Source: an optimization exercise on an open RTL-to-GDS flow (aim: small area, a short achievable clock period and few clock cycles per item). Production flows keep margins and buffers that such runs may drop. At most, simulation tests tie the RTL to the original design; equivalence was not proved. Only the layout flow was run in runs 7 and 8; the RTL was not checked for function there. No activity file was given, so power comes from the tool's default toggle rates.

<file path="constraint.sdc">
create_clock -name core_clock -period 5.0 [get_ports {clk}]
set_input_delay 1.0000 -clock core_clock [delete_from_list [all_inputs] [get_ports {clk}]]
set_output_delay 1.0000 -clock core_clock [all_outputs]
set_load 0.01 [all_outputs]
</file>
<file path="config.mk">
export PLATFORM = sky130hd
export DESIGN_NAME = demosaic
export DESIGN_NICKNAME = demosaic
export VERILOG_FILES = /design/flow/design.v
export SDC_FILE = /design/flow/constraint.sdc
export NUM_CORES = 4
export LEC_CHECK = 0
export CAP_MARGIN = 20
export CORE_MARGIN = 2
export CORE_UTILIZATION = 40
export SETUP_SLACK_MARGIN = 2.6
export SLEW_MARGIN = 20
export BUFFER_PORTS_ARGS = -buffer_cell sky130_fd_sc_hd__buf_1
</file>
<file path="design.v">
module demosaic(clk, reset, in_en, data_in, wr_r, addr_r, wdata_r, rdata_r, wr_g, addr_g, wdata_g, rdata_g, wr_b, addr_b, wdata_b, rdata_b, done);
input clk;
input reset;
input in_en;
input [7:0] data_in;
output reg wr_r;
output reg [13:0] addr_r;
output reg [7:0] wdata_r;
input [7:0] rdata_r;
output reg wr_g;
output reg [13:0] addr_g;
output reg [7:0] wdata_g;
input [7:0] rdata_g;
output reg wr_b;
output reg [13:0] addr_b;
output reg [7:0] wdata_b;
input [7:0] rdata_b;
output reg done;
reg p1, p2;              
reg [6:0] row, col;      
reg bub;                 
reg f0, f126, f127;      
reg [1:0] mid_sel;       
reg [8:0] s0, s1, s2;
reg [7:0] m0, m1;
wire [7:0] mid_v = (mid_sel == 2'd0) ? rdata_r : (mid_sel == 2'd1) ? rdata_g : rdata_b;
wire [7:0] tb_a  = (mid_sel == 2'd0) ? rdata_g : rdata_r;
wire [7:0] tb_b  = (mid_sel == 2'd2) ? rdata_g : rdata_b;
wire [8:0] s_in  = tb_a + tb_b;
wire [8:0] horiz_s = m0 + (row[0] ? rdata_r : rdata_b);
wire [9:0] sm      = s1 + m0;
wire [9:0] gsum_s  = sm + rdata_g;
wire [9:0] diag_s  = s0 + s2;
wire [7:0] horiz = horiz_s[8:1];
wire [7:0] vert  = s1[8:1];
wire [7:0] gsum  = gsum_s[9:2];
wire [7:0] diag  = diag_s[9:2];
wire r0 = row[0];
wire c0 = col[0];
wire own_g = (r0 == c0);
wire own_r = ~r0 & c0;
wire own_b = r0 & ~c0;
wire [6:0] rp1 = row + 7'd1;
wire [6:0] rp2 = row + 7'd2;
wire [6:0] rm1 = row - 7'd1;
wire [13:0] a_own = {row, col};
wire [13:0] a_x = f0 ? {row, 7'd126} : {rp1, col - 7'd3};
wire [13:0] a_y = own_g ? {rm1, col - 7'd3} : {row, col - 7'd2};
wire x_wr = (row != 7'd127);
wire gen = ~f126 & ~f127;
wire [13:0] a_k   = {row, col};
wire [13:0] a_rc1 = {rp1, col + 7'd1};
wire [13:0] a_rc2 = {row, col + 7'd2};
wire [13:0] p2_r = gen ? (own_r ? a_rc1 : a_k) :
                   f126 ? a_k :
                   ~bub ? (r0 ? {rp1, 7'd126} : {row, 7'd1}) :
                          (r0 ? {rp1, 7'd1} : {rp1, 7'd127});
wire [13:0] p2_g = gen ? (own_g ? a_rc2 : a_k) :
                   f126 ? (r0 ? a_k : {rp2, 7'd0}) :
                   ~bub ? (r0 ? {row, 7'd1} : {rp1, 7'd126}) :
                          (r0 ? {rp1, 7'd127} : {rp1, 7'd1});
wire [13:0] p2_b = gen ? (own_b ? a_rc1 : a_k) :
                   f126 ? (r0 ? {rp2, 7'd0} : a_k) :
                   ~bub ? (r0 ? {rp1, 7'd126} : {rp2, 7'd127}) :
                          (r0 ? {rp2, 7'd2} : {rp1, 7'd127});
wire [1:0] mid_next = gen ? (own_g ? 2'd1 : own_r ? 2'd2 : 2'd0) :
                      f126 ? (r0 ? 2'd1 : 2'd2) :
                      (r0 ? 2'd0 : 2'd1);
wire last_pix = (row == 7'd127) & f127;
wire last_step = (row == 7'd126) & f127 & ~bub;
wire idle = ~p1 & ~p2 & ~done;
always @(posedge clk or posedge reset) begin
	if (reset) begin
		p1 <= 1'b0;
		p2 <= 1'b0;
		done <= 1'b0;
		wr_r <= 1'b0;
		wr_g <= 1'b0;
		wr_b <= 1'b0;
	end else begin
		if (p2) begin
			wr_r <= ~own_r & ~f127 & ~last_step;
			wr_g <= ~own_g & ~f127 & ~last_step;
			wr_b <= ~own_b & ~f127 & ~last_step;
			if (last_step) begin
				p2 <= 1'b0;
				done <= 1'b1;
			end
		end else if (in_en & ~done) begin
			wr_r <= ~own_g | x_wr;
			wr_g <= own_g | x_wr;
			wr_b <= 1'b1;
			p1 <= ~last_pix;
			p2 <= last_pix;
		end else begin
			wr_r <= 1'b0;
			wr_g <= 1'b0;
			wr_b <= 1'b0;
		end
	end
end
always @(posedge clk) begin
	s0 <= s1;
	s1 <= s2;
	s2 <= s_in;
	m0 <= m1;
	m1 <= mid_v;
	mid_sel <= mid_next;
	if (idle) begin
		row <= 7'd0;
		col <= {6'd0, in_en};
		bub <= 1'b0;
		f0 <= ~in_en;
		f126 <= 1'b0;
		f127 <= 1'b0;
	end else if (p1 & last_pix) begin
		row <= 7'd0;
		col <= 7'd126;
		bub <= 1'b0;
		f0 <= 1'b0;
		f126 <= 1'b1;
		f127 <= 1'b0;
	end else if (p2 & f127 & ~bub) begin
		bub <= 1'b1;
	end else begin
		col <= col + 7'd1;
		if (f127)
			row <= rp1;
		bub <= 1'b0;
		f0 <= f127;
		f126 <= (col == 7'd125);
		f127 <= f126;
	end
	if (p2) begin
		addr_r <= p2_r;
		addr_g <= p2_g;
		addr_b <= p2_b;
		wdata_r <= own_g ? (r0 ? vert : horiz) : diag;
		wdata_g <= gsum;
		wdata_b <= own_g ? (r0 ? horiz : vert) : diag;
	end else begin
		addr_r <= own_r ? a_own : own_g ? a_x : a_y;
		addr_g <= own_g ? a_own : a_x;
		addr_b <= own_b ? a_own : a_y;
		wdata_r <= data_in;
		wdata_g <= data_in;
		wdata_b <= data_in;
	end
end
endmodule
</file>
<file path="flow/run.sh">
#!/bin/bash
# Standard layout, with a small buffer on each port instead of the default one.
set -euo pipefail
echo 'export BUFFER_PORTS_ARGS = -buffer_cell sky130_fd_sc_hd__buf_1' >> config.mk
bash standard.sh > flow.log 2>&1
</file>
<file path="standard.sh">
#!/bin/bash
# synth_recipe.tcl (not shown) runs the flow's synth.tcl, then flattens the netlist and writes it again
# the make line also repeats each setting of config.mk as NAME=value (left out here)
make -C /OpenROAD-flow-scripts/flow DESIGN_CONFIG=/design/flow/config.mk WORK_HOME=/design/flow/orfs CLKGATE_MAP_FILE= SYNTH_SCRIPT=/design/flow/synth_recipe.tcl "${@:-finish}"
</file>
==> key figures, run 1 <==
Global routing
  • Initial antenna violation count: 0
  • Grt ovf: 0
  • Pin count of the biggest net entering global routing: 64
  • First-pass GRT wire length: 37.4 mm
  • Total GRT Usage: 0.231
  • Vias in the first global route: 6984

CTS
  • H-tree levels: 4
  • Clk Latency, worst-skew pair: 0.43 ns
  • Reg clk slew, reported paths: about 0.060 ns
  • Clock Sinks: 135
  • CTS Buf Count: 17
  • CTS tree: built
  • Clk buf depth: 2
  • Root Buffer: clkbuf_16

Logic synthesis
  • Synth Instances: 953
  • Yosys warnings: 1
  • Ys flop type: dfxtp_1
  • Synth Net Count: 1052
  • Cell variety after synth: 74
  • Number of synthesized register bits: 135
  • Mapped Area: 7940 sq um
  • Post-synth EDFFs: 2
  • Post-Syn Area per Cell: between 8 and 9 sq um
  • Asr flop ratio synth: 0.0444
  • Sequential area share after synthesis: 0.347

Timing
  • RSZ-0062 raised after global routing: yes
  • Final hold violation count: 0
  • Minimum clock period: around 2.8 ns
  • Relative slew slack: 0.357
  • Endpoints failing setup: 0
  • Crit share post-route: 0.556
  • Max-slew violation count: 0
  • Worst Clk Skew: about 0.011 ns
  • F_max: 0.360 GHz
  • Worst Tran Pin Value: 0.964 ns
  • Setup TNS: 0 ns

Placement
  • Placed Area: 8560 sq um
  • Placed insts: 1266
  • Port Buffer Count: approximately 100
  • Routability cong.: a little under 0.9
  • Hpwl dp: 15.9 mm

Floorplan
  • Placement Rows: 51
  • Die area: 21000 sq um
  • Die Height: 145 um
  • Initial Util: 0.408
  • Die X: 145 um
  • Core ar.: 19500 sq um
  • Ports: 105

Critical path
  • Cell Chain, Critical Path: buf_8 > inv_8 > fa_1 > or2_4 > fa_2 > nor2b_2 > o21ai_2 > a21boi_2 > o31a_1 > a211oi_2 > a21o_1
  • Slowest library cell on the worst path: fa_1
  • CP endpoint kind: flip-flop
  • Kind of critical path: primary input to flip-flop
  • Worst Path Required: roughly 5.3 ns
  • Worst Reg-to-Reg Cells: 9
  • CP peak stage delay: 0.45 ns
  • Worst Path Max Fanout: 3
  • Critical path launch point type: primary input
  • CP arrival: slightly above 3 ns

Min path
  • Hold path depth: 0
  • Hold crit path type: flip-flop to flip-flop

Power and ir drop
  • Leak: 3.88 nW
  • Pwr Density: 646 nW/um^2
  • Max VDD drop: ~250 uV

Route
  • Number of vias per cell: 5.69
  • Via count: 7518
  • DRC: 0
  • DRT Pass-1 Iters: 5
  • Iteration-0 DRC Markers: 671
  • ANT nets after route: 0
  • Routed len/inst: 18.2 um
  • Routed WL: 24.0 mm

Run
  • Max capacitance violation total: 0

Cells and area
  • Nets: 1143
  • Area delta synth->final: 22.7%
  • Fin cells: 1322
  • Diode count: 0
  • Design Area, Final: 9750 sq um
  • Post-layout util: 0.501
  • Share of post-route cells with drive strength above 1: 0.155

Run status
  • Status: finished clean
## state kept, by name (all words and copies together) (netlist names), 2 cells and up
register  cells
m1            8
s2            9
row           7
s1            9
wdata_r       8
s0            9
addr_r       14
wdata_g       8
addr_b       14
col           7
addr_g       14
mid_sel       2
m0            8
wdata_b       8
## cell usage after synthesis (16+ instances only)
cell	number	area, sq um
clkbuf_1	34	128
o21ai_0	65	325
nand2_1	82	308
nand3_1	25	125
nor2_1	90	338
ha_1	54	676
o21ai_1	41	205
a21oi_1	76	380
a31oi_1	16	100
inv_1	23	86.3
nor3_1	24	120
mux2i_1	19	190
dfxtp_1	127	2540
xnor2_1	27	236
## where the power goes
group / leakage, nW / internal, mW / switching, mW / total, mW
combinational: 2.42 / 1.42 / 1.80 / 3.22
clock: 0.301 / 0.800 / 0.513 / 1.31
sequential: 1.16 / 1.44 / 0.326 / 1.76
total: 3.88 / 3.66 / 2.64 / 6.30
## metrics by stage
| step | hold slack [ns] | worst slack, ns | power (mW) |
|---|---|---|---|
| after global routing | 0.329 | 2.15 | 6.76 |
| after detailed placement | 0.313 | 1.56 | 4.46 |
| final | 0.324 | 2.22 | 6.30 |
| after CTS | 0.327 | 2.28 | 6.09 |
| after global placement | 0.311 | 1.60 | 4.43 |
| after floorplan | 0.310 | 2.04 | 3.75 |
## critical path: cells and delay by family
kind	cells	cell delay [ns]
AO/OA/AOI/OAI	5	0.78
AND/OR/NAND/NOR	2	0.39
buffers and inverters	2	0.12
adder cells (fa/ha/maj)	2	0.81
## layout make-up
cell class | instances | area (sq um)
fillers | 1847 | 9720
inverters | 29 | 119
repair buffers | 136 | 742
clock inverters | 14 | 171
clock buffers | 18 | 439
flip-flops and latches | 135 | 2770
well taps | 265 | 332
multi-input cells | 725 | 5170
## cells in the final DEF (no fill, tap or decap), types with 6 or more instances in the layout
master,count
a21o_1,14
mux2i_1,18
nor2b_1,10
xnor2_1,24
buf_4,24
o21ai_0,61
nand4_1,6
o21ai_1,41
or3_1,9
mux2_2,12
nor3_1,23
buf_6,8
dfxtp_1,120
fa_1,7
ha_1,45
a31oi_1,16
nor2_2,6
nor2_1,83
mux2_1,8
a21oi_1,70
nand2_1,79
clkbuf_16,17
inv_1,21
xor2_1,14
ha_4,7
buf_1,97
nand3_1,24
inv_2,6
nor4_1,7
## kinds of logic after synthesis
group | Yosys count | synth area share
AOI/OAI and AO/OA | 296 | 0.231
xor gates and xnor gates | 42 | 0.0463
and+or+nand+nor | 280 | 0.161
DFF | 135 | 0.347
muxes | 43 | 0.0585
buffers and inverters | 93 | 0.0463
adders and majority gates | 64 | 0.110
## path summary, 6_finish.rpt
kind / start / to / slack (ns)
hold reg to reg: m1[7] / m0[7] / 0.32
setup reg to reg: mid_sel[1] / s2[8] / 2.41
max in group asynchronous: reset / p2 / 4.36
hold / removal: m1[7] / m0[7] / 0.32
min in group asynchronous: reset / done / 0.44
setup / recovery: rdata_g[1] / wdata_g[5] / 2.22
## per-layer routing
metal | vias up | wire length (um) | part of all wire | track usage
li1 | 3636 | - | - | -
met1 | 3505 | 10300 | 0.43 | 0.303
met2 | 323 | 11500 | 0.48 | 0.379
met3 | 54 | 1520 | 0.063 | 0.0441
met4 | 0 | 690 | 0.029 | 0.0874
met5 | - | 0 | 0 | 0
## what timing repair did
action                                  4_1_cts  5_1_grt
setup buffers                                16        8
resized for setup                            56       38
pin swaps                                    26       18
cloned                                        0        0
endpoints found under the setup margin       83       52
hold buffers                                  0        0
Testbench counts, summed over its fixed seeds: cycles 261,128, images 8.
==> run 2, diff against run 1 <==
--- a/config.mk
+++ b/config.mk
@@ -9,5 +9,5 @@
 export CORE_MARGIN = 2
 export CORE_UTILIZATION = 40
-export SETUP_SLACK_MARGIN = 2.6
+export SETUP_SLACK_MARGIN = 3.0
 export SLEW_MARGIN = 20
 export BUFFER_PORTS_ARGS = -buffer_cell sky130_fd_sc_hd__buf_1
==> key figures, run 2 <==
Critical path
  • WP buf/inv: 2
  • Cell Chain, Critical Path: buf_8 > inv_8 > fa_1 > or2_4 > fa_2 > nor2b_4 > o21ai_2 > a21boi_2 > o31a_1 > a211oi_1 > a21o_1
  • Kind of critical path: primary input to flip-flop
  • CP endpoint kind: flip-flop
  • Worst Path Max Fanout: 3
  • Slowest library cell on the worst path: fa_1
  • CP arrival: 3.03 ns
  • CP peak stage delay: 0.48 ns
  • Delay-heaviest family, CP: adder cells
  • Critical path launch point type: primary input
  • Worst Path Required: 5.33 ns

Placement
  • Placed Area: 8640 sq um
  • Hpwl dp: 15.9 mm
  • Port Buffer Count: 104
  • Routability cong.: 0.875

Timing
  • Hold WS: approximately 0.33 ns
  • Max-slew violation count: 0
  • Setup TNS: 0 ns
  • Endpoints failing setup: 0
  • Final hold violation count: 0
  • Minimum clock period: 2.70 ns
  • Worst Clk Skew: 0.0100 ns
  • F_max: 0.370 GHz
  • Worst Tran Pin Value: 0.990 ns
  • RSZ-0062 raised after global routing: yes
  • Relative slew slack: 0.335
  • Crit share post-route: 0.541

Route
  • Routed WL: 27.4 mm
  • ANT nets after route: 0
  • Number of vias per cell: around 5.8
  • DRT Pass-1 Iters: 7
  • DRC: 0
  • Routed len/inst: between 15 and 20 um
  • Iteration-0 DRC Markers: 801
  • Via count: 8192

Min path
  • Hold crit path type: flip-flop to flip-flop

Logic synthesis
  • Post-Syn Area per Cell: 8.33 sq um
  • Post-synth EDFFs: 2
  • Sequential area share after synthesis: 0.347
  • Most instantiated cells after synthesis: dfxtp_1 (127), nor2_1 (90), nand2_1 (82), a21oi_1 (76), o21ai_0 (65)
  • Cell variety after synth: 74
  • Number of synthesized register bits: 135
  • Proportion of netlist area held by the largest area contributor: 0.320
  • Mapped Area: 7940 sq um
  • Synth Net Count: 1052
  • Asr flop ratio synth: 0.0444
  • Synth Instances: around 950
  • Yosys warnings: 1
  • Top cells by area, synth: dfxtp_1 (32%), ha_1 (8.5%), a21oi_1 (4.8%)
  • Area leader, netlist: dfxtp_1
  • Ys flop type: dfxtp_1
  • Most common cell in the netlist: dfxtp_1

Cells and area
  • Most frequent cells in the layout: dfxtp_1 (114), buf_1 (93), nor2_1 (73), buf_4 (66), nand2_1 (63)
  • Most common cell after layout, fill and taps aside: dfxtp_1
  • Area delta synth->final: 44.9%
  • Fillers: 1671
  • Nets: 1241
  • Diode count: 0
  • Largest registers: addr_b x14, addr_g x14, addr_r x14
  • Design Area, Final: 11500 sq um
  • Share of post-route cells with drive strength above 1: 0.313

Power and ir drop
  • Max VDD drop: 321 uV
  • Switch Pwr: 3.06 mW
  • Clock share of power: 0.175
  • Total chip power: between 7 and 8 mW
  • Combinational share of power: 0.588
  • Sequential Power Share: 0.237
  • Int Power: 4.44 mW
  • Leak: 4.64 nW
  • Sw frac: 0.408
  • Pwr Density: 652 nW/um^2

CTS
  • Root Buffer: clkbuf_16
  • CTS Buf Count: 17
  • CTS tree: built
  • Clock Sinks: around 140
  • Clk Latency, worst-skew pair: 0.43 ns
  • Hold buffers post-CTS: 0
  • Clk buf depth: 2
  • H-tree levels: 4
  • Reg clk slew, reported paths: 0.06 ns

Run status
  • Status: finished clean

Global routing
  • Grt ovf: 0
  • First-pass GRT wire length: around 41 mm
  • Vias in the first global route: 7837
  • Total GRT Usage: 0.255
  • Initial antenna violation count: 0
  • Pin count of the biggest net entering global routing: 74

Floorplan
  • Die area: 21000 sq um
  • Ports: 105
  • Die Height: 145 um
  • Initial Util: 0.408
  • Die X: roughly 140 um
  • Core ar.: approximately 19000 sq um
  • Placement Rows: 51

Run
  • Max capacitance violation total: 0
==> run 2: routing by layer <==
metal / routed length (um) / track usage / share of wire / vias up
met5: 0 / 0 / 0 / -
met4: 1050 / 0.132 / 0.038 / 0
met3: 1930 / 0.0550 / 0.071 / 101
met2: 13300 / 0.418 / 0.48 / 396
met1: 11100 / 0.314 / 0.41 / 3871
li1: - / - / - / 3824
==> run 2: power groups by stage <==
stage          Clock (mW)  Combinational, mW  Sequential (mW)
2_1_floorplan           0               2.19             1.67
5_1_grt              1.37               4.75             1.82
3_3_place_gp            0               2.67             1.82
6_report             1.31               4.41             1.78
3_5_place_dp            0               2.69             1.83
4_1_cts              1.32               3.88             1.76
==> run 2: timing repair <==
item                                    in CTS  in global routing
hold endpoints to repair                     0                  0
resized for setup                          188                105
setup buffers                               90                 31
pin swaps                                   82                 70
endpoints found under the setup margin     102                 90
gates cloned                                 4                  0
==> run 2: stage by stage <==
step	utilization	worst slack, ns	instances
after floorplan	-	2.04	953
after global placement	0.444	1.60	1263
after detailed placement	0.444	1.54	1263
after CTS	0.557	2.33	1389
after global routing	0.591	2.21	1420
final	0.591	2.30	1420
==> run 2: cell type report <==
type | count | area, sq um | share of cell area
Clock buffer | 20 | 478 | 0.0415
Clock inverter | 12 | 139 | 0.0121
Inverter | 29 | 136 | 0.0119
Multi-Input combinational cell | 725 | 5760 | 0.501
Sequential cell | 135 | 2790 | 0.242
Tap cell | 265 | 332 | 0.0288
Timing Repair Buffer | 234 | 1870 | 0.163
==> run 2: path summary, 6_finish.rpt <==
path | from | cells after the start | slack, ns | end
worst max-delay path | rdata_g[1] | 11 | 2.30 | wdata_g[5]
worst min-delay path | m1[2] | 0 | 0.33 | m0[2]
worst max register to register | s1[1] | 10 | 2.51 | wdata_g[5]
worst min register to register | m1[2] | 0 | 0.33 | m0[2]
max in group asynchronous | reset | 2 | 4.36 | p2
min in group asynchronous | reset | 2 | 0.44 | wr_g
==> run 2: logic make-up after synthesis <==
family	synth area share
AO/OA/AOI/OAI	0.231
XOR/XNOR	0.0463
adder cells (fa/ha/maj)	0.110
buffers and inverters	0.0463
flip-flops	0.347
multiplexers	0.0585
AND/OR/NAND/NOR	0.161
==> run 3, diff against run 2 <==
--- a/config.mk
+++ b/config.mk
@@ -9,5 +9,5 @@
 export CORE_MARGIN = 2
 export CORE_UTILIZATION = 40
-export SETUP_SLACK_MARGIN = 3.0
+export SETUP_SLACK_MARGIN = 2.0
 export SLEW_MARGIN = 20
 export BUFFER_PORTS_ARGS = -buffer_cell sky130_fd_sc_hd__buf_1
==> key figures, run 3 <==
Critical path
  • CP arrival: 3.15 ns
  • Worst Reg-to-Reg Cells: 8
  • FF-to-FF setup slack: 2.21 ns
  • Kind of critical path: primary input to flip-flop
  • Critical path launch point type: primary input
  • CP endpoint kind: flip-flop
  • Worst Path Max Fanout: 4
  • Worst Path Required: approximately 5.3 ns

Logic synthesis
  • Number of synthesized register bits: 135
  • Ys flop type: dfxtp_1
  • Mapped Area: 7940 sq um
  • Most instantiated cells after synthesis: dfxtp_1 (127), nor2_1 (90), nand2_1 (82), a21oi_1 (76), o21ai_0 (65)
  • Top cells by area, synth: dfxtp_1 (32%), ha_1 (8.5%), a21oi_1 (4.8%)
  • Cell variety after synth: between 70 and 80
  • Post-synth EDFFs: 2
  • Proportion of netlist area held by the largest area contributor: 0.320
  • Area leader, netlist: dfxtp_1
  • Most common cell in the netlist: dfxtp_1
  • Sequential area share after synthesis: 0.347
  • Yosys warnings: 1
  • Post-Syn Area per Cell: 8.33 sq um
  • Synth Instances: between 900 and 1k
  • Synth Net Count: 1052
  • Asr flop ratio synth: 0.0444

Min path
  • Hold crit path type: flip-flop to flip-flop
  • Hold path depth: 0

CTS
  • CTS tree: built
  • Clock Sinks: 135
  • Clk Latency, worst-skew pair: 0.43 ns
  • CTS Buf Count: 17
  • H-tree levels: 4
  • Root Buffer: clkbuf_16
  • Clk buf depth: 2
  • Hold buffers post-CTS: 0
  • Reg clk slew, reported paths: ~0.070 ns

Run
  • Max capacitance violation total: 0

Timing
  • Max-slew violation count: 0
  • Relative slew slack: 0.329
  • Worst Clk Skew: 0.00880 ns
  • F_max: 0.350 GHz
  • Crit share post-route: 0.571
  • Minimum clock period: 2.85 ns
  • Endpoints failing setup: 0
  • Final hold violation count: 0
  • RSZ-0062 raised after global routing: yes
  • Setup TNS: 0 ns
  • Worst Tran Pin Value: around 1.0 ns
  • Hold WS: 0.328 ns

Cells and area
  • Area delta synth->final: 14.1%
  • Largest registers: addr_b x14, addr_g x14, addr_r x14
  • Most common cell after layout, fill and taps aside: dfxtp_1
  • Diode count: 0
  • Design Area, Final: 9060 sq um
  • Nets: 1118
  • Fin cells: 1297
  • Most frequent cells in the layout: dfxtp_1 (124), buf_1 (103), nor2_1 (88), nand2_1 (82), a21oi_1 (76)
  • Share of post-route cells with drive strength above 1: 0.0756

Floorplan
  • Initial Util: 0.408
  • Die X: 145 um
  • Placement Rows: 51
  • Core ar.: 19500 sq um
  • Die area: 21000 sq um
  • Die Height: 145 um
  • Ports: 105

Power and ir drop
  • Leak: 3.61 nW
  • Max VDD drop: 285 uV
  • Total chip power: 5.66 mW
  • Pwr Density: 625 nW/um^2

Global routing
  • Grt ovf: 0
  • Total GRT Usage: 0.229
  • Pin count of the biggest net entering global routing: 51
  • Vias in the first global route: 6827
  • First-pass GRT wire length: 36.9 mm
  • Initial antenna violation count: 0

Placement
  • Placed insts: 1265
  • Hpwl dp: approximately 17 mm
  • Port Buffer Count: 104
  • Routability cong.: 0.922
  • Placed Area: 8460 sq um

Route
  • Iteration-0 DRC Markers: ~640
  • Number of vias per cell: 5.67
  • DRC: 0
  • DRT Pass-1 Iters: 5
  • Via count: 7354
  • Routed len/inst: 18.0 um
  • ANT nets after route: 0
  • Routed WL: 23.4 mm

Run status
  • Status: finished clean
[run 3: changes by cell type in the layout (fill, tap and decap cells not counted), moves of 13 or more]
cell	previous run	this run
nand2_2	15	1
buf_6	53	0
a21oi_1	58	76
nand2_1	63	82
a21oi_2	13	0
o21ai_0	43	65
ha_4	13	0
o21ai_2	20	0
nor2_1	73	88
buf_4	66	7
[run 3: routing by layer]
metal,routed length (um),part of all wire,up-vias,GRT usage
met3,1470,0.063,38,0.0490
met4,518,0.022,0,0.0802
li1,-,-,3577,-
met5,0,0,-,0
met1,10200,0.44,3432,0.299
met2,11200,0.48,307,0.373
[run 3: final timing paths]
kind                                  from         end
min in group asynchronous            reset        wr_g
worst max register to register      row[0]   addr_r[4]
worst min register to register       m1[3]       m0[3]
worst max-delay path            rdata_g[3]  wdata_g[6]
max in group asynchronous            reset          p2
worst min-delay path                 m1[3]       m0[3]
[run 3: power breakdown]
part	total (mW)	switching (mW)	internal [mW]
clock	1.20	0.511	0.689
sequential	1.79	0.355	1.44
combinational	2.67	1.56	1.12
total	5.66	2.42	3.24
[run 3: logic make-up after synthesis]
family | Yosys count | synth area share
XOR/XNOR | 42 | 0.0463
adder cells (fa/ha/maj) | 64 | 0.110
multiplexers | 43 | 0.0585
AO/OA/AOI/OAI | 296 | 0.231
AND/OR/NAND/NOR | 280 | 0.161
buffers and inverters | 93 | 0.0463
flip-flops | 135 | 0.347
[run 3: final cells by class]
cell class / instances / area, sq um
inverter: 29 / 109
tap: 265 / 332
multi-input combinational: 725 / 4850
sequential: 135 / 2770
clock buffer: 19 / 433
fill: 1935 / 10400
timing repair buffer: 111 / 444
clock inverter: 13 / 124
[run 3: timing repair]
item | CTS | global route
hold endpoints to repair | 0 | 0
endpoints found under the setup margin | 30 | 26
gates cloned | 0 | 0
buffers inserted | 0 | 0
gates resized for setup | 6 | 10
pin swaps | 0 | 3
[run 3: per-stage QoR]
stage | utilization | worst slack (ns)
floorplan | - | 1.99
global placement | 0.435 | 1.65
detailed placement | 0.435 | 1.57
CTS | 0.464 | 2.03
global route | 0.465 | 1.98
finish | 0.465 | 2.15
[run 3: worst max-delay path, stage by stage]
cell     delay, ns
buf_1         0.14
fa_1          0.49
ha_1          0.35
nand2_1       0.08
o31ai_2       0.33
nor4_1        0.09
o41ai_1       0.45
xnor2_1       0.16
o21ai_1       0.06
==> run 4, diff against run 3 <==
--- a/config.mk
+++ b/config.mk
@@ -9,5 +9,5 @@
 export CORE_MARGIN = 2
 export CORE_UTILIZATION = 40
-export SETUP_SLACK_MARGIN = 2.0
+export SETUP_SLACK_MARGIN = 1.5
 export SLEW_MARGIN = 20
 export BUFFER_PORTS_ARGS = -buffer_cell sky130_fd_sc_hd__buf_1
==> key figures, run 4 <==
Run status
  • Status: finished clean

Cells and area
  • Largest registers: addr_b x14, addr_g x14, addr_r x14
  • Footprint of the multi-input gates: 4820 sq um
  • Fillers: between 1.5k and 2k
  • Register area: 2760 sq um
  • Share of post-route cells with drive strength above 1: 0.0648
  • Nets: around 1.1k
  • Area delta synth->final: 15.0%
  • Most common cell after layout, fill and taps aside: dfxtp_1
  • Diode count: 0
  • Most frequent cells in the layout: dfxtp_1 (126), buf_1 (104), nor2_1 (90), nand2_1 (82), a21oi_1 (76)

Placement
  • Hpwl dp: 16.3 mm
  • Routability cong.: 0.872
  • Port Buffer Count: 104

Global routing
  • First-pass GRT wire length: around 35 mm
  • Initial antenna violation count: 0
  • Pin count of the biggest net entering global routing: 43
  • Total GRT Usage: 0.217
  • Vias in the first global route: about 6.6k
  • Grt ovf: 0

Floorplan
  • Die area: 21000 sq um
  • Die X: 145 um
  • Initial Util: 0.408
  • Die Height: 145 um
  • Ports: around 110
  • Placement Rows: 51
  • Core ar.: 19500 sq um

CTS
  • Clk buf depth: 2
  • Post-CTS Resized: 0
  • Clock Sinks: 135
  • Setup bufs post-CTS: 0
  • Root Buffer: clkbuf_16
  • H-tree levels: 4
  • Reg clk slew, reported paths: 0.06 ns
  • CTS tree: built
  • Hold buffers post-CTS: 0
  • Clk Latency, worst-skew pair: 0.43 ns
  • CTS Buf Count: 17

Route
  • DRC: 0
  • Number of vias per cell: 5.73
  • ANT nets after route: 0
  • DRT Pass-1 Iters: 5
  • Via count: 7438
  • Iteration-0 DRC Markers: slightly above 700
  • Routed len/inst: 17.6 um
  • Routed WL: 22.9 mm

Critical path
  • CP endpoint kind: flip-flop
  • Kind of critical path: flip-flop to flip-flop
  • Worst Path Required: between 5 and 6 ns
  • Worst Path Max Fanout: 37
  • CP arrival: 3.42 ns
  • Critical path launch point type: flip-flop

Timing
  • RSZ-0062 raised after global routing: no
  • F_max: about 0.32 GHz
  • Relative slew slack: 0.331
  • Max-slew violation count: 0
  • Setup TNS: 0 ns
  • Worst Clk Skew: 0.0100 ns
  • Crit share post-route: 0.626
  • Worst Tran Pin Value: approximately 1 ns
  • Final hold violation count: 0
  • Minimum clock period: 3.13 ns
  • Endpoints failing setup: 0

Logic synthesis
  • Synth Instances: approximately 950
  • Top cells by area, synth: dfxtp_1 (32%), ha_1 (8.5%), a21oi_1 (4.8%)
  • Mapped Area: 7940 sq um
  • Proportion of netlist area held by the largest area contributor: 0.320
  • Synth Net Count: 1052
  • Sequential area share after synthesis: 0.347
  • Most common cell in the netlist: dfxtp_1
  • Number of synthesized register bits: 135
  • Post-Syn Area per Cell: 8.33 sq um
  • Post-synth EDFFs: 2
  • Asr flop ratio synth: 0.0444
  • Area leader, netlist: dfxtp_1
  • Yosys warnings: 1
  • Most instantiated cells after synthesis: dfxtp_1 (127), nor2_1 (90), nand2_1 (82), a21oi_1 (76), o21ai_0 (65)
  • Ys flop type: dfxtp_1
  • Cell variety after synth: 74

Power and ir drop
  • Total chip power: slightly below 6 mW
  • Max VDD drop: 304 uV
  • Pwr Density: 633 nW/um^2
  • Leak: 3.66 nW

Run
  • Max capacitance violation total: 0

Min path
  • Hold crit path type: flip-flop to flip-flop
==> run 4: cell counts after synthesis <==
No cell type changed its count.
==> run 4: layout make-up <==
type,count,area share
clock inverters,5,0.0117
clock buffers,26,0.0592
well taps,265,0.0363
multi-input cells,725,0.528
repair buffers,114,0.0510
inverters,29,0.0119
flip-flops and latches,135,0.302
==> run 4: path summary, 6_finish.rpt <==
path / from / end / slack, ns / depth (start not counted)
setup / recovery: row[0] / wdata_b[7] / 1.87 / 9
hold / removal: m1[7] / m0[7] / 0.33 / 0
setup reg to reg: row[0] / wdata_b[7] / 1.87 / 9
hold reg to reg: m1[7] / m0[7] / 0.33 / 0
max in group asynchronous: reset / p2 / 4.35 / 2
min in group asynchronous: reset / wr_r / 0.44 / 2
==> run 4: stage by stage <==
stage	setup WS [ns]	hold slack (ns)	std cells	area, sq um	util
finish	1.87	0.325	1299	9130	0.469
global route	1.68	0.332	1299	9130	0.469
CTS	1.88	0.325	1299	9130	0.469
detailed placement	1.54	0.312	1268	8480	0.436
global placement	1.58	0.310	1268	8480	0.436
floorplan	1.92	0.310	953	7940	-
==> run 4: power by group <==
part | internal [mW] | switching [mW] | total (mW)
Combinational | 1.11 | 1.58 | 2.70
Clock | 0.893 | 0.470 | 1.36
Sequential | 1.43 | 0.290 | 1.72
Total | 3.44 | 2.34 | 5.78
==> run 4: critical path, stage by stage, from the launching register on <==
cell and delay, ns:
dfxtp_2 0.47, buf_4 0.48, mux2_2 0.41, ha_1 0.33, nor2b_1 0.17, o31a_1 0.29, o31a_1 0.29, o21ai_1 0.16
nor3b_1 0.25, o41ai_1 0.12
==> run 4: cells by family after synthesis <==
kind of cell / after synthesis / synth area share
XOR/XNOR: 42 / 0.0463
flip-flops: 135 / 0.347
AND/OR/NAND/NOR: 280 / 0.161
buffers and inverters: 93 / 0.0463
AO/OA/AOI/OAI: 296 / 0.231
multiplexers: 43 / 0.0585
adder cells (fa/ha/maj): 64 / 0.110
==> run 4: routing by layer <==
metal	global-route usage	vias up	part of all wire
met5	0	-	0
met4	0.0726	0	0.022
met3	0.0448	44	0.063
met2	0.357	295	0.48
met1	0.285	3527	0.43
li1	-	3572	-
==> run 5, diff against run 4 <==
--- a/config.mk
+++ b/config.mk
@@ -9,5 +9,8 @@
 export CORE_MARGIN = 2
 export CORE_UTILIZATION = 40
-export SETUP_SLACK_MARGIN = 1.5
+export CTS_BUF_LIST = sky130_fd_sc_hd__clkbuf_8
+export CTS_CLUSTER_DIAMETER = 80
+export CTS_CLUSTER_SIZE = 30
+export SETUP_SLACK_MARGIN = 2.0
 export SLEW_MARGIN = 20
 export BUFFER_PORTS_ARGS = -buffer_cell sky130_fd_sc_hd__buf_1
==> key figures, run 5 <==
Timing
  • Relative slew slack: 0.306
  • Final hold violation count: 0
  • Worst Clk Skew: 0.0162 ns
  • RSZ-0062 raised after global routing: yes
  • Setup TNS: 0 ns
  • Endpoints failing setup: 0
  • Worst setup margin: 2.14 ns
  • Max-slew violation count: 0
  • Worst Tran Pin Value: 1.04 ns
  • Crit share post-route: 0.571
  • Hold WS: 0.332 ns
  • F_max: around 0.35 GHz
  • Minimum clock period: 2.86 ns

Cells and area
  • Largest registers: addr_b x14, addr_g x14, addr_r x14
  • Nets: 1119
  • Fin cells: 1298
  • Area delta synth->final: 11.7%
  • Diode count: 0
  • Most common cell after layout, fill and taps aside: dfxtp_1
  • Most frequent cells in the layout: dfxtp_1 (124), buf_1 (104), nor2_1 (88), nand2_1 (82), a21oi_1 (76)
  • Share of post-route cells with drive strength above 1: 0.0745

Power and ir drop
  • Combinational share of power: 0.502
  • Sw frac: 0.448
  • Sequential Power Share: 0.336
  • Max VDD drop: 246 uV
  • Switch Pwr: 2.39 mW
  • Clock share of power: 0.162
  • Total chip power: 5.34 mW
  • Leak: 3.52 nW
  • Pwr Density: 602 nW/um^2
  • Int Power: 2.95 mW

Route
  • DRC: 0
  • Routed WL: ~23 mm
  • Iteration-0 DRC Markers: 781
  • ANT nets after route: 0
  • Routed len/inst: 17.9 um
  • DRT Pass-1 Iters: 6
  • Via count: roughly 7.4k
  • Number of vias per cell: 5.68

Min path
  • Hold path depth: 0
  • Hold crit path type: flip-flop to flip-flop

Floorplan
  • Die area: 21000 sq um
  • Placement Rows: 51
  • Ports: about 110
  • Core ar.: around 19000 sq um
  • Initial Util: 0.408
  • Die Height: 145 um
  • Die X: 145 um

Placement
  • Routability cong.: between 0.9 and 1
  • Port Buffer Count: 104
  • Placed insts: 1265
  • Hpwl dp: between 15 and 20 mm
  • Pre-CTS WS: 1.57 ns

Logic synthesis
  • Synth Area in XOR/XNOR: 0.0463
  • Compound-cell area share of the yosys netlist: 0.231
  • Top cells by area, synth: dfxtp_1 (32%), ha_1 (8.5%), a21oi_1 (4.8%)
  • Proportion of netlist area held by the largest area contributor: 0.320
  • Multiplexer area fraction after synthesis: 0.0585
  • Most instantiated cells after synthesis: dfxtp_1 (127), nor2_1 (90), nand2_1 (82), a21oi_1 (76), o21ai_0 (65)
  • Ys flop type: dfxtp_1
  • Most common cell in the netlist: dfxtp_1
  • Number of synthesized register bits: around 140
  • Largest family of logic cells by synthesized area: compound AO/OA/AOI/OAI gates
  • Post-Syn Area per Cell: 8.33 sq um
  • Area leader, netlist: dfxtp_1
  • Mapped Area: 7940 sq um
  • Synth Area in Simple Gates: 0.161
  • Asr flop ratio synth: 0.0444
  • Post-synth EDFFs: 2
  • Yosys warnings: 1
  • Cell variety after synth: 74
  • Sequential area share after synthesis: 0.347
  • Synth Instances: 953
  • Synth Net Count: 1052
  • Adder-cell share of the synthesized area: 0.110

Critical path
  • Critical path launch point type: primary input
  • Worst Path Max Fanout: 3
  • CP endpoint kind: flip-flop
  • Kind of critical path: primary input to flip-flop
  • FF-to-FF setup slack: 2.14 ns
  • Worst Reg-to-Reg Cells: 8
  • Worst Path Required: 5.36 ns
  • CP arrival: 3.22 ns

Run status
  • Status: finished clean

CTS
  • CTS tree: built
  • Reg clk slew, reported paths: approximately 0.08 ns
  • Root Buffer: clkbuf_8
  • Clock Sinks: between 100 and 150
  • Hold buffers post-CTS: 0
  • Clk buf depth: 2
  • CTS Buf Count: 17
  • Clk Latency, worst-skew pair: 0.47 ns
  • H-tree levels: 4

Global routing
  • First-pass GRT wire length: 36.8 mm
  • Pin count of the biggest net entering global routing: slightly above 50
  • Grt ovf: 0
  • Total GRT Usage: 0.228
  • Initial antenna violation count: 0
  • Vias in the first global route: 6851

Run
  • Max capacitance violation total: 0
run 5: cell counts after synthesis:
No cell type changed its count.
run 5: critical path, stage by stage:
cell      delay (ns)
buf_1           0.11
inv_1           0.09
fa_1            0.51
or2_2           0.32
fa_2            0.36
nor2b_1         0.12
o21ai_1         0.09
a21boi_2        0.22
o31a_1          0.16
a211oi_1        0.05
a21o_1          0.17
run 5: metal layers:
layer  vias up  wire length [um]  GRT usage
li1       3571                 -          -
met1      3429             10200      0.298
met2       312             11100      0.372
met3        58              1330     0.0415
met4         0               692     0.0956
met5         -                 0          0
run 5: layout make-up:
cell class              count  area, sq um
repair buffers            112          450
well taps                 265          332
flip-flops and latches    135         2760
clock buffers              17          234
clock inverters            15          131
inverters                  29          113
multi-input cells         725         4850
fillers                  1965        10600
run 5: kinds of logic (layout without fill, tap and decap cells):
group                      count (synthesis)  after routing
DFF                                      135            135
buffers and inverters                     93            173
adders and majority gates                 64             64
xor gates and xnor gates                  42             42
AOI/OAI and AO/OA                        296            296
and+or+nand+nor                          280            280
muxes                                     43             43
run 5: timing repair:
| item | in CTS | in global routing |
|---|---|---|
| resized for setup | 6 | 7 |
| pin swaps | 0 | 0 |
| setup endpoints to repair | 30 | 26 |
| buffers inserted | 0 | 1 |
run 5: power by group through the flow:
stage          Clock [mW]  Combinational, mW  Sequential [mW]
2_1_floorplan           0               2.03             1.67
3_3_place_gp            0               2.61             1.80
3_5_place_dp            0               2.64             1.80
4_1_cts             0.880               2.66             1.79
5_1_grt             0.929               3.00             1.84
6_report            0.864               2.68             1.79
run 5: final timing paths:
kind	start	endpoint
max	rdata_g[1]	wdata_g[5]
min	m1[3]	m0[3]
max in group asynchronous	reset	p2
min in group asynchronous	reset	wr_r
max reg2reg	row[0]	wdata_r[7]
min reg2reg	m1[3]	m0[3]
run 5: metrics by stage:
| stage | cell area [sq um] | utilization |
|---|---|---|
| 2_1_floorplan | 7940 | - |
| 3_3_place_gp | 8460 | 0.435 |
| 4_1_cts | 8840 | 0.454 |
| 3_5_place_dp | 8460 | 0.435 |
| 5_1_grt | 8870 | 0.456 |
| 6_report | 8870 | 0.456 |
==> run 6, diff against run 5 <==
--- a/config.mk
+++ b/config.mk
@@ -8,5 +8,5 @@
 export CAP_MARGIN = 20
 export CORE_MARGIN = 2
-export CORE_UTILIZATION = 40
+export CORE_UTILIZATION = 60
 export CTS_BUF_LIST = sky130_fd_sc_hd__clkbuf_8
 export CTS_CLUSTER_DIAMETER = 80
==> key figures, run 6 <==
Critical path
  • CP peak stage delay: 0.49 ns
  • Slowest library cell on the worst path: fa_1
  • Delay-heaviest family, CP: adder cells
  • Cell Chain, Critical Path: clkbuf_2 > inv_1 > fa_1 > or2_2 > fa_2 > nor2b_1 > o21ai_1 > a21boi_2 > o31a_1 > a211oi_2 > a21o_1
  • CP endpoint kind: flip-flop
  • Worst Path Required: 5.36 ns
  • Kind of critical path: primary input to flip-flop
  • WP buf/inv: 2
  • Worst Path Max Fanout: 3
  • CP arrival: around 3.2 ns
  • Critical path launch point type: primary input

Cells and area
  • Largest registers: addr_b x14, addr_g x14, addr_r x14
  • Diode count: 0
  • Most common cell after layout, fill and taps aside: dfxtp_1
  • Nets: roughly 1.1k
  • Share of post-route cells with drive strength above 1: 0.0755
  • Post-layout util: 0.674
  • Most frequent cells in the layout: dfxtp_1 (123), buf_1 (103), nor2_1 (88), nand2_1 (82), a21oi_1 (76)
  • Area delta synth->final: 11.0%
  • Fin cells: 1209
  • Fillers: about 1.1k

Floorplan
  • Core ar.: 13100 sq um
  • Initial Util: 0.607
  • Die area: approximately 14000 sq um
  • Placement Rows: 42
  • Ports: 105
  • Die X: 119 um
  • Die Height: around 120 um

Logic synthesis
  • Top cells by area, synth: dfxtp_1 (32%), ha_1 (8.5%), a21oi_1 (4.8%)
  • Most common cell in the netlist: dfxtp_1
  • Post-Syn Area per Cell: around 8.3 sq um
  • Post-synth EDFFs: 2
  • Sequential area share after synthesis: 0.347
  • Synth Net Count: 1052
  • Asr flop ratio synth: 0.0444
  • Yosys warnings: 1
  • Area leader, netlist: dfxtp_1
  • Most instantiated cells after synthesis: dfxtp_1 (127), nor2_1 (90), nand2_1 (82), a21oi_1 (76), o21ai_0 (65)
  • Ys flop type: dfxtp_1
  • Number of synthesized register bits: 135
  • Mapped Area: just under 8000 sq um
  • Cell variety after synth: 74
  • Synth Instances: 953
  • Proportion of netlist area held by the largest area contributor: 0.320

Timing
  • Worst Tran Pin Value: 0.960 ns
  • Setup TNS: 0 ns
  • F_max: 0.352 GHz
  • RSZ-0062 raised after global routing: no
  • Minimum clock period: 2.84 ns
  • Relative slew slack: 0.359
  • Final hold violation count: 0
  • Worst Clk Skew: approximately 0.012 ns
  • Crit share post-route: 0.568
  • Endpoints failing setup: 0
  • Hold WS: 0.331 ns
  • Max-slew violation count: 0

CTS
  • CTS Buf Count: 17
  • H-tree levels: 4
  • CTS tree: built
  • Hold buffers post-CTS: 0
  • Clock Sinks: 135
  • Clk buf depth: 2
  • Root Buffer: clkbuf_8
  • Clk Latency, worst-skew pair: 0.46 ns
  • Reg clk slew, reported paths: around 0.080 ns

Run status
  • Status: finished clean

Route
  • Via count: between 7k and 8k
  • Number of vias per cell: 6.00
  • DRC: 0
  • Post-Route M1 WL: 8.88 mm
  • Routed len/inst: around 17 um
  • Wire length on met3: about 1.5 mm
  • DRT Pass-1 Iters: 6
  • Top layer in use: met4
  • Met2 WL: roughly 10 mm
  • Routed WL: 21.0 mm
  • Iteration-0 DRC Markers: between 800 and 900
  • ANT nets after route: 0

Global routing
  • Initial antenna violation count: 0
  • Grt ovf: 0
  • Pin count of the biggest net entering global routing: 53
  • First-pass GRT wire length: 34.3 mm
  • Total GRT Usage: 0.302
  • Vias in the first global route: approximately 6.8k

Run
  • Max capacitance violation total: 0

Min path
  • Hold crit path type: flip-flop to flip-flop

Placement
  • Hpwl dp: 14.9 mm
  • Routability cong.: 0.898
  • Port Buffer Count: around 100
  • Placed insts: 1175

Power and ir drop
  • Leak: 3.56 nW
  • Max VDD drop: 343 uV
  • Pwr Density: roughly 610 nW/um^2
-- run 6: cell counts after synthesis --
Identical to the previous run, type by type.
-- run 6: kinds of logic (layout without fill, tap and decap cells) --
logic type      after synthesis  in the layout  synth area share
mux                          43             43            0.0585
compound gates              296            296             0.231
flops                       135            135             0.347
fa+ha+maj                    64             64             0.110
buf+inv                      93            173            0.0463
simple gates                280            280             0.161
xor+xnor                     42             42            0.0463
-- run 6: path summary, 6_finish.rpt --
check                                start          to  slack [ns]  depth (start not counted)
worst max register to register      row[0]  wdata_b[7]        2.16                          9
min in group asynchronous            reset          p1        0.41                          2
worst max-delay path            rdata_g[1]  wdata_g[5]        2.16                         11
worst min register to register       m1[7]       m0[7]        0.33                          0
worst min-delay path                 m1[7]       m0[7]        0.33                          0
max in group asynchronous            reset          p2        4.40                          2
-- run 6: where the power goes --
| group | switching (mW) | internal, mW |
|---|---|---|
| combinational | 1.56 | 1.12 |
| sequential | 0.313 | 1.43 |
| clock | 0.434 | 0.517 |
| total | 2.31 | 3.07 |
-- run 6: per-layer routing --
layer	GRT usage	up-vias
li1	-	3572
met1	0.388	3313
met2	0.507	327
met3	0.0560	45
met4	0.112	0
met5	0	-
-- run 6: repair_timing --
item                       4_1_cts  5_1_grt
gates resized for setup          4       11
setup endpoints to repair        3       33
pin swaps                        0        4
setup buffers                    0        3
hold endpoints to repair         0        0
-- run 6: layout make-up --
| type | count | area (sq um) | area share |
|---|---|---|---|
| sequential | 135 | 2760 | 0.313 |
| clock buffer | 19 | 262 | 0.0297 |
| multi-input combinational | 725 | 4850 | 0.550 |
| clock inverter | 12 | 151 | 0.0172 |
| timing repair buffer | 113 | 463 | 0.0525 |
| tap | 176 | 220 | 0.0250 |
| inverter | 29 | 109 | 0.0123 |
-- run 6: through the flow --
step | setup slack [ns] | area [sq um] | power, mW
4_1_cts | 2.02 | 8760 | 5.33
6_report | 2.16 | 8820 | 5.38
2_1_floorplan | 1.99 | 7940 | 3.69
3_3_place_gp | 1.66 | 8340 | 4.32
3_5_place_dp | 1.64 | 8340 | 4.36
5_1_grt | 1.99 | 8820 | 5.79
==> run 7, diff against run 6 <==
--- a/design.v
+++ b/design.v
@@ -22,15 +22,16 @@
 reg f0, f126, f127;      
 reg [1:0] mid_sel;       
-reg [8:0] s0, s1, s2;
+reg [8:0] s0, s1;
+reg [7:0] t2, b2;
 reg [7:0] m0, m1;
+reg [9:0] sm;
 wire [7:0] mid_v = (mid_sel == 2'd0) ? rdata_r : (mid_sel == 2'd1) ? rdata_g : rdata_b;
 wire [7:0] tb_a  = (mid_sel == 2'd0) ? rdata_g : rdata_r;
 wire [7:0] tb_b  = (mid_sel == 2'd2) ? rdata_g : rdata_b;
-wire [8:0] s_in  = tb_a + tb_b;
-wire [8:0] horiz_s = m0 + (row[0] ? rdata_r : rdata_b);
-wire [9:0] sm      = s1 + m0;
+wire [8:0] s2    = t2 + b2;
+wire [8:0] horiz_b = m0 + rdata_b;
+wire [8:0] horiz_r = m0 + rdata_r;
 wire [9:0] gsum_s  = sm + rdata_g;
-wire [9:0] diag_s  = s0 + s2;
-wire [7:0] horiz = horiz_s[8:1];
+wire [9:0] diag_s  = s0 + t2 + b2;
 wire [7:0] vert  = s1[8:1];
 wire [7:0] gsum  = gsum_s[9:2];
@@ -103,7 +104,9 @@
 	s0 <= s1;
 	s1 <= s2;
-	s2 <= s_in;
+	t2 <= tb_a;
+	b2 <= tb_b;
 	m0 <= m1;
 	m1 <= mid_v;
+	sm <= s2 + m1;
 	mid_sel <= mid_next;
 	if (idle) begin
@@ -136,7 +139,7 @@
 		addr_g <= p2_g;
 		addr_b <= p2_b;
-		wdata_r <= own_g ? (r0 ? vert : horiz) : diag;
+		wdata_r <= own_g ? (r0 ? vert : horiz_b[8:1]) : diag;
 		wdata_g <= gsum;
-		wdata_b <= own_g ? (r0 ? horiz : vert) : diag;
+		wdata_b <= own_g ? (r0 ? horiz_r[8:1] : vert) : diag;
 	end else begin
 		addr_r <= own_r ? a_own : own_g ? a_x : a_y;
==> config.mk (replaced) <==
export PLATFORM = sky130hd
export DESIGN_NAME = demosaic
export DESIGN_NICKNAME = demosaic
export VERILOG_FILES = /design/flow/design.v
export SDC_FILE = /design/flow/constraint.sdc
export NUM_CORES = 4
export LEC_CHECK = 0
export CAP_MARGIN = 20
export CORE_MARGIN = 2
export CORE_UTILIZATION = 40
export SETUP_SLACK_MARGIN = 2.6
export SLEW_MARGIN = 20
export BUFFER_PORTS_ARGS = -buffer_cell sky130_fd_sc_hd__buf_1
==> key figures, run 7 <==
Timing
  • Worst Clk Skew: 0.0119 ns
  • Endpoints failing setup: 0
  • RSZ-0062 raised after global routing: yes
  • Final hold violation count: 0
  • Minimum clock period: 2.56 ns
  • Setup TNS: 0 ns
  • F_max: 0.391 GHz
  • Worst setup margin: 2.44 ns
  • Max-slew violation count: 0
  • Relative slew slack: 0.426
  • Worst Tran Pin Value: 0.859 ns
  • Crit share post-route: 0.512

Route
  • DRT Pass-1 Iters: 7
  • DRC: 0
  • Via count: about 8k
  • ANT nets after route: 0
  • Routed WL: 25.7 mm
  • Iteration-0 DRC Markers: 685
  • Number of vias per cell: 5.65
  • Routed len/inst: 18.5 um

Critical path
  • Kind of critical path: flip-flop to flip-flop
  • CP startpoint: t2[0]
  • CP endpoint kind: flip-flop
  • Reg2reg start: t2[0]
  • Worst Path Max Fanout: 3
  • CP arrival: 2.91 ns
  • Critical path launch point type: flip-flop
  • Worst Path Required: 5.35 ns
  • FF-to-FF setup slack: 2.44 ns

Logic synthesis
  • Asr flop ratio synth: 0.0395
  • Number of synthesized register bits: around 150
  • Synth Net Count: 1129
  • Cell variety after synth: 73
  • Post-synth EDFFs: 2
  • Yosys warnings: 1
  • Post-Syn Area per Cell: 8.63 sq um
  • Top cells by area, synth: dfxtp_1 (33%), ha_1 (9.7%), a21oi_1 (5.5%)
  • Synth Area in Simple Gates: 0.147
  • Proportion of netlist area held by the largest area contributor: 0.329
  • Mapped Area: 8750 sq um
  • Ys flop type: dfxtp_1
  • Adder-cell share of the synthesized area: 0.125
  • Compound-cell area share of the yosys netlist: 0.220
  • Multiplexer area fraction after synthesis: 0.0476
  • Synth Area in XOR/XNOR: 0.0641
  • Most common cell in the netlist: dfxtp_1
  • Most instantiated cells after synthesis: dfxtp_1 (144), a21oi_1 (96), o21ai_0 (90), nor2_1 (80), nand2_1 (77)
  • Area leader, netlist: dfxtp_1
  • Sequential area share after synthesis: 0.353
  • Synth Instances: 1014
  • Largest family of logic cells by synthesized area: compound AO/OA/AOI/OAI gates

CTS
  • Clk buf depth: 2
  • Root Buffer: clkbuf_16
  • Reg clk slew, reported paths: 0.07 ns
  • CTS tree: built
  • CTS Buf Count: 17
  • Clock Sinks: around 150
  • Hold buffers post-CTS: 0
  • Clk Latency, worst-skew pair: 0.43 ns
  • H-tree levels: 4

Power and ir drop
  • Pwr Density: 332 nW/um^2
  • Leak: 4.04 nW
  • Max VDD drop: 278 uV

Global routing
  • First-pass GRT wire length: 40.7 mm
  • Total GRT Usage: 0.218
  • Initial antenna violation count: 0
  • Pin count of the biggest net entering global routing: 46
  • Vias in the first global route: 7522
  • Grt ovf: 0

Cells and area
  • Most frequent cells in the layout: dfxtp_1 (137), buf_1 (102), a21oi_1 (85), o21ai_0 (82), nand2_1 (77)
  • Diode count: 0
  • Largest registers: addr_b x14, addr_g x14, addr_r x14
  • Nets: approximately 1.2k
  • Fin cells: 1384
  • Share of post-route cells with drive strength above 1: 0.137
  • Most common cell after layout, fill and taps aside: dfxtp_1
  • Area delta synth->final: 18.2%

Run status
  • Status: finished clean

Min path
  • Hold path start: s1[0]
  • Hold crit path type: flip-flop to flip-flop

Floorplan
  • Die X: 152 um
  • Initial Util: 0.405
  • Placement Rows: 54
  • Core ar.: 21600 sq um
  • Die area: approximately 23000 sq um
  • Die Height: 152 um
  • Ports: 105

Placement
  • Routability cong.: 0.901
  • Pre-CTS WS: roughly 1.9 ns
  • Placed insts: 1338
  • Hpwl dp: between 15 and 20 mm
  • Port Buffer Count: ~100

Run
  • Max capacitance violation total: 0
==> run 7: cell types whose count changed after synthesis, sizes merged, moves of 6 or more <==
| cell | delta |
|---|---|
| a21oi | +20 |
| and2 | +6 |
| clkbuf | +6 |
| dfxtp | +17 |
| ha | +14 |
| inv | -7 |
| nor2 | -11 |
| nor2b | +7 |
| o21ai | -15 |
| o22ai | +6 |
| xnor2 | +17 |
==> run 7: cell type report <==
cell class / instances / area, sq um
flip-flops and latches: 152 / 3110
fillers: 2140 / 11300
repair buffers: 123 / 539
clock inverters: 14 / 159
repair inverters: 1 / 5.00
well taps: 280 / 350
multi-input cells: 772 / 5640
clock buffers: 18 / 439
inverters: 24 / 103
==> run 7: path summary, 6_finish.rpt <==
| path | depth (start not counted) | to |
|---|---|---|
| max in group asynchronous | 2 | p2 |
| worst min-delay path | 0 | s0[0] |
| worst max-delay path | 10 | sm[6] |
| worst max register to register | 10 | sm[6] |
| worst min register to register | 0 | s0[0] |
| min in group asynchronous | 2 | wr_r |
==> run 7: cell families after synthesis <==
family	Yosys count
flops	152
mux	39
simple gates	274
compound gates	315
xor+xnor	64
buf+inv	90
fa+ha+maj	80
==> run 7: critical path: stages, from the launching register on <==
cell     delay, ns
dfxtp_2       0.34
ha_4          0.16
fa_2          0.35
xor2_1        0.29
ha_1          0.32
a21o_1        0.20
a21oi_1       0.22
nor2b_1       0.10
o21ai_2       0.19
nor2b_1       0.18
xnor2_1       0.13
==> run 7: per-layer routing <==
layer / vias to the layer above / global-route usage / routed length [um]
met3: 57 / 0.0391 / 1620
li1: 3805 / - / -
met4: 0 / 0.0690 / 684
met2: 322 / 0.361 / 12300
met1: 3632 / 0.289 / 11100
met5: - / 0 / 0
==> run 7: what timing repair did <==
| item | 4_1_cts | 5_1_grt |
|---|---|---|
| resized for setup | 41 | 30 |
| setup buffers | 7 | 6 |
| pin swaps | 10 | 10 |
| setup endpoints to repair | 86 | 51 |
| hold endpoints to repair | 0 | 0 |
| gates cloned | 1 | 0 |
==> run 7: report_power, final <==
part	switching (mW)	internal, mW
clock network	0.568	0.763
logic	0.390	0.356
registers	0.0536	1.30
total	1.01	2.42
==> run 7: through the flow <==
| stage | cell area (sq um) | total power [mW] | util | hold WS [ns] |
|---|---|---|---|---|
| 2_1_floorplan | 8880 | 1.86 | - | 0.310 |
| 3_3_place_gp | 9380 | 2.02 | 0.434 | 0.312 |
| 3_5_place_dp | 9380 | 2.03 | 0.434 | 0.312 |
| 4_1_cts | 10200 | 3.41 | 0.470 | 0.329 |
| 5_1_grt | 10300 | 3.59 | 0.478 | 0.339 |
| 6_report | 10300 | 3.43 | 0.478 | 0.329 |
==> run 8, diff against run 7 <==
--- a/config.mk
+++ b/config.mk
@@ -9,5 +9,5 @@
 export CORE_MARGIN = 2
 export CORE_UTILIZATION = 40
-export SETUP_SLACK_MARGIN = 2.6
+export SETUP_SLACK_MARGIN = 2.0
 export SLEW_MARGIN = 20
 export BUFFER_PORTS_ARGS = -buffer_cell sky130_fd_sc_hd__buf_1
==> key figures, run 8 <==
Logic synthesis
  • Number of synthesized register bits: ~150
  • Asr flop ratio synth: 0.0395
  • Proportion of netlist area held by the largest area contributor: 0.329
  • Area leader, netlist: dfxtp_1
  • Synth Net Count: about 1.1k
  • Most instantiated cells after synthesis: dfxtp_1 (144), a21oi_1 (96), o21ai_0 (90), nor2_1 (80), nand2_1 (77)
  • Sequential area share after synthesis: 0.353
  • Yosys warnings: 1
  • Mapped Area: 8750 sq um
  • Synth Instances: 1014
  • Most common cell in the netlist: dfxtp_1
  • Post-synth EDFFs: 2
  • Post-Syn Area per Cell: about 8.6 sq um
  • Top cells by area, synth: dfxtp_1 (33%), ha_1 (9.7%), a21oi_1 (5.5%)
  • Ys flop type: dfxtp_1
  • Cell variety after synth: 73

Power and ir drop
  • Max VDD drop: 237 uV
  • Leak: 3.91 nW
  • Pwr Density: between 300 and 400 nW/um^2

Critical path
  • CP endpoint kind: flip-flop
  • FF-to-FF setup slack: roughly 2.1 ns
  • Worst Path Max Fanout: 4
  • Worst Path Required: 5.30 ns
  • Worst Reg-to-Reg Cells: 10
  • CP arrival: 3.17 ns
  • CP startpoint: t2[0]
  • Critical path launch point type: flip-flop
  • R2R Path End: sm[9]
  • Kind of critical path: flip-flop to flip-flop
  • End point of the critical path: sm[9]
  • Reg2reg start: t2[0]

Global routing
  • Grt ovf: 0
  • Vias in the first global route: 7231
  • Pin count of the biggest net entering global routing: 86
  • Initial antenna violation count: 0
  • First-pass GRT wire length: 39.5 mm
  • Total GRT Usage: 0.214

Route
  • Routed WL: 24.9 mm
  • Number of vias per cell: between 5 and 6
  • DRC: 0
  • Iteration-0 DRC Markers: 660
  • DRT Pass-1 Iters: 7
  • ANT nets after route: 0
  • Routed len/inst: 18.2 um
  • Via count: 7805

CTS
  • H-tree levels: 4
  • Clock Sinks: 152
  • Root Buffer: clkbuf_16
  • CTS tree: built
  • Hold buffers post-CTS: 0
  • Clk Latency, worst-skew pair: 0.44 ns
  • Clk buf depth: 2
  • Reg clk slew, reported paths: 0.07 ns
  • CTS Buf Count: 17

Timing
  • Final hold violation count: 0
  • Setup TNS: 0 ns
  • Minimum clock period: 2.88 ns
  • Crit share post-route: 0.575
  • Worst setup margin: 2.12 ns
  • Max-slew violation count: 0
  • Endpoints failing setup: 0
  • Worst Clk Skew: 0.00848 ns
  • RSZ-0062 raised after global routing: yes
  • Worst Tran Pin Value: 0.982 ns
  • F_max: 0.348 GHz
  • Relative slew slack: 0.338

Cells and area
  • Largest registers: addr_b x14, addr_g x14, addr_r x14
  • Most common cell after layout, fill and taps aside: dfxtp_1
  • Most frequent cells in the layout: dfxtp_1 (143), buf_1 (104), a21oi_1 (95), o21ai_0 (89), nor2_1 (79)
  • Post-layout util: 0.457
  • Fillers: 2173
  • Share of post-route cells with drive strength above 1: 0.0733
  • Diode count: 0
  • Area delta synth->final: 13.0%
  • Nets: 1195

Floorplan
  • Initial Util: 0.405
  • Die X: 152 um
  • Die area: 23100 sq um
  • Core ar.: 21600 sq um
  • Placement Rows: 54
  • Ports: roughly 110
  • Die Height: 152 um

Placement
  • Port Buffer Count: 104
  • Pre-CTS WS: 1.82 ns
  • Hpwl dp: roughly 18 mm
  • Routability cong.: 0.875

Min path
  • Hold crit path type: flip-flop to flip-flop

Run status
  • Status: finished clean

Run
  • Max capacitance violation total: 0
run 8: cell counts after synthesis:
No cell type changed its count.
run 8: report_power, final:
group          total (mW)  internal [mW]  switching (mW)  leakage [nW]
clock                1.31          0.746           0.566         0.281
sequential           1.35           1.30          0.0464          1.30
combinational       0.600          0.269           0.331          2.33
run 8: area by class of cell:
| cell class | count | area, sq um | area share |
|---|---|---|---|
| Tap cell | 280 | 350 | 0.0354 |
| Clock inverter | 14 | 166 | 0.0168 |
| Inverter | 24 | 91.3 | 0.00924 |
| Sequential cell | 152 | 3100 | 0.313 |
| Multi-Input combinational cell | 772 | 5300 | 0.536 |
| Clock buffer | 17 | 425 | 0.0430 |
| Timing Repair Buffer | 113 | 458 | 0.0463 |
run 8: critical path: stages, from the launching register on:
cell       delay [ns]
dfxtp_1          0.32
ha_1             0.22
fa_1             0.40
a21o_1           0.19
a21oi_2          0.17
xnor2_1          0.10
ha_1             0.34
nand2_1          0.06
o21ai_0          0.26
o21ai_0          0.19
a2111oi_1        0.48
run 8: repair_timing:
action | 4_1_cts | 5_1_grt
gates resized for setup | 2 | 5
gates cloned | 0 | 0
setup endpoints to repair | 2 | 7
pin swaps | 0 | 3
setup buffers | 0 | 1
run 8: worst min-delay path by stage:
stage / startpoint / end / slack [ns] / cells past startpoint
6_report: s1[0] / s0[0] / 0.33 / 0
4_1_cts: s1[0] / s0[0] / 0.34 / 0
3_3_place_gp: s1[0] / s0[0] / 0.31 / 0
2_1_floorplan: s1[0] / s0[0] / 0.31 / 0
5_1_grt: s1[0] / s0[0] / 0.35 / 0
3_5_place_dp: s1[0] / s0[0] / 0.32 / 0
run 8: per-layer routing:
layer	GRT usage	share of wire	up-vias	wire length, um
met4	0.0712	0.027	0	673
met2	0.344	0.47	341	11600
li1	-	-	3779	-
met1	0.290	0.44	3621	11000
met5	0	0	-	0
met3	0.0428	0.065	64	1610
run 8: through the flow:
stage / cells / hold WS, ns / area (sq um) / total power, mW
after global placement: 1340 / 0.310 / 9270 / 1.96
after global routing: 1372 / 0.350 / 9890 / 3.42
after detailed placement: 1340 / 0.323 / 9270 / 1.97
after floorplan: 1014 / 0.310 / 8750 / 1.81
final: 1372 / 0.334 / 9890 / 3.26
after CTS: 1371 / 0.339 / 9860 / 3.28
run 8: logic make-up (layout without fill, tap and decap cells):
kind of cell               count (synthesis)  in the layout  share of synthesized area
DFF                                      152            152                      0.353
xor gates and xnor gates                  64             64                     0.0641
muxes                                     39             39                     0.0476
and+or+nand+nor                          274            274                      0.147
buffers and inverters                     90            168                     0.0429
AOI/OAI and AO/OA                        315            315                      0.220
adders and majority gates                 80             80                      0.125

## afterwards: timing with drivers on the ports
How much do the figures lean on ideal ports? The routed layouts below were timed once more, with nothing changed but the port constraints.
Step 1, drivers: a clkbuf_16 drives clk and a buf_2 each remaining input, both assumed.
Step 2 times the ports against the registers' clock, not the clock port: input delays grow and output delays shrink by t, the midpoint of the rising clock arrivals with the driver on.
Slacks: ideal ports / drivers / drivers and shift; pairs: ideal ports / drivers.
run	shift t [ns]	slack for setup (ns)	worst setup path after step 2	worst data-port slew with drivers (ns)	pins driven straight from the clock port
run 1	0.473	2.222 / 2.217 / 1.745	input to register	0.05	1
run 2	0.474	2.297 / 2.287 / 1.813	input to register	0.05	1
run 3	0.473	2.146 / 2.171 / 1.698	input to register	0.03	1
run 4	0.465	1.871 / 1.871 / 1.527	input to register	0.04	1
run 5	0.505	2.145 / 2.150 / 1.658	input to register	0.03	1
run 6	0.490	2.158 / 2.158 / 1.676	input to register	0.03	1
run 7	0.472	2.441 / 2.441 / 2.145	input to register	0.04	1
run 8	0.478	2.125 / 2.125 / 1.786	input to register	0.04	1
After both steps every run listed still meets setup and hold. The setup slack of run 5, which loses most, moves by +0.005 ns with the drivers and by -0.487 ns with both steps.
